What follows belongs to an exercise in optimizing a design on an open flow for small area, a short achievable clock period and few clock cycles per item; a production flow would make more cautious choices. Function was checked by simulation only, so behaviour that the tests miss may differ from the original. Power and IR drop assume default switching activity.

run 1:
## booth_multiplier
module booth_multiplier(clk, reset_n, multiplier, multiplicand, op_start, op_clear, result, op_done);
	input clk, reset_n, op_start, op_clear;
	input [63:0] multiplier, multiplicand;
	output op_done;
	output [127:0] result;
	reg busy, fin, done;
	reg [2:0] cnt;
	wire idle = ~(busy | fin | done);
	wire last = (cnt == 3'd7);
	always @(posedge clk or negedge reset_n)
		if (!reset_n) begin
			busy <= 1'b0; fin <= 1'b0; done <= 1'b0;
		end else if (op_clear) begin
			busy <= 1'b0; fin <= 1'b0; done <= 1'b0;
		end else begin
			busy <= idle ? op_start : (busy & ~last);
			fin <= busy & last;
			done <= fin | done;
		end
	always @(posedge clk)
		cnt <= busy ? cnt + 1'b1 : 3'd0;
	reg [63:0] B;       
	reg [63:0] lo;      
	reg [63:0] S;       
	reg [62:0] C;       
	reg [7:0] DS, DC;  
	reg cf;             
	wire [8:0] eb = idle ? {multiplier[7:0], 1'b0} : lo[15:7];
	wire [3:0] n_one, n_two, n_neg;
	genvar g;
	generate for (g = 0; g < 4; g = g + 1) begin : enc
		assign n_one[g] = eb[2*g+1] ^ eb[2*g];
		assign n_two[g] = (eb[2*g+2] & ~eb[2*g+1] & ~eb[2*g]) | (~eb[2*g+2] & eb[2*g+1] & eb[2*g]);
		assign n_neg[g] = eb[2*g+2];
	end endgenerate
	reg [3:0] e_one, e_two, e_neg;     
	wire [3:0] n_nz = n_one | n_two;
	reg [3:0] f_one, f_two, f_neg;     
	always @(posedge clk) begin
		e_one <= n_one; e_two <= n_two; e_neg <= n_neg;
		f_one <= ~n_one; f_two <= ~n_two; f_neg <= ~n_neg;
  ...
Size in the first run: ~2700 cells after synthesis, roughly 260 I/O pins.
==> flow/config.mk <==
export PLATFORM = sky130hd
export DESIGN_NAME = booth_multiplier
export DESIGN_NICKNAME = booth_multiplier
export VERILOG_FILES = /design/flow/design.v
export SDC_FILE = /design/flow/constraint.sdc
export NUM_CORES = 4
export LEC_CHECK = 0
export CAP_MARGIN = 20
export CORE_MARGIN = 2
export CORE_UTILIZATION = 40
export PLACE_DENSITY = 0.7
export SETUP_SLACK_MARGIN = 3.3
export SLEW_MARGIN = 20
export SYNTH_HIERARCHICAL = 1
==> flow/constraint.sdc <==
create_clock -name core_clock -period 6.0 [get_ports {clk}]
set_input_delay 1.2000 -clock core_clock [delete_from_list [all_inputs] [get_ports {clk}]]
set_output_delay 1.2000 -clock core_clock [all_outputs]
set_load 0.01 [all_outputs]
standard.sh (not shown) runs the stock make flow with config.mk's settings and CLKGATE_MAP_FILE= SYNTH_SCRIPT=/design/flow/synth_recipe.tcl, a recipe that flattens the netlist after the stock synthesis.
==> flow/flow/run.sh <==
#!/bin/bash
# Standard layout with two changes: the port buffers are plain buffers (buf_2)
# instead of delay buffers, and synthesis leaves adders to abc (no full-adder
# cells). Registers are untouched by either change.
bash standard.sh ADDER_MAP_FILE= "BUFFER_PORTS_ARGS=-buffer_cell sky130_fd_sc_hd__buf_2" finish > standard.log 2>&1
Per the final summary, run 1 finished and its layout is clean on timing, DRC and antenna.
Testbench counts of run 1, summed over its fixed seeds: cycles 5,760, items 480.
For run 2, these inputs were changed with respect to run 1:
Settings: PLACE_DENSITY no longer set, was 0.7; TNS_END_PERCENT now 20, previously not set.
Notes after the runs:
All of run 2 and run 1 finish clean.
Hold slack (lower): run 2
Per the comparison of run 2 with run 1, leakage power -0.33%; utilization now sits lower.
Between run 2 and run 1, the difference in number of placed instances with taps included is negligible.
What run 3 does differently from run 2 at the input level:
Settings: TNS_END_PERCENT no longer set, was 20; SETUP_SLACK_MARGIN now 3.55, was 3.3.
Results
Run 3 vs. run 2: clock share of power went up by 0.7 points. [compare] base=run 2 new=run 3: share of the final layout cell area in multi-input gates saw a decrease, number of failing hold endpoints at the final stage about even, met3 track demand over resource in global routing went down by 0.38 points, total routing resource utilization after global routing +1.2 points, total power higher. Reported for run 3 and run 2, number of sinks on the clock net turned out identical to the last digit. Launching element of the worst setup path: S[0]$_DFF_P_ -> run 3, DC[1]$_SDFF_PN0_ -> run 2. met2 capacity usage during global routing on run 3 is up relative to run 2. NOTE count of clock-net buffers in the final layout run 2->run 3 increased by more than 10%. Wire: run 3 routes more than run 2.

==> re-timing with driven ports <==
How much do the figures lean on ideal ports? The routed layouts below were timed once more, with nothing changed but the port constraints.
Step 1: set_driving_cell puts a clkbuf_16 on clk and a buf_2 on each other input, an assumption about the parent block.
Step 2 adds t to the input delays and takes it off the output delays; t is the mean of the earliest and latest rising clock arrival at the registers after step 1. Input paths then give back, and output paths get back, about the clock's delay inside the block.
a / b / c = no drivers / after step 1 / after step 2; a / b = the first two.
run	t, ns	setup slack, ns	worst register clock-pin slew, ns	pins driven straight from the clock port
run 1	0.649	3.316 / 3.316 / 3.316	0.07 / 0.07	1
run 2	0.636	3.217 / 3.217 / 3.217	0.07 / 0.07	1
run 3	0.654	3.225 / 3.225 / 3.225	0.07 / 0.07	1
After both steps setup and hold are still met in every run listed.
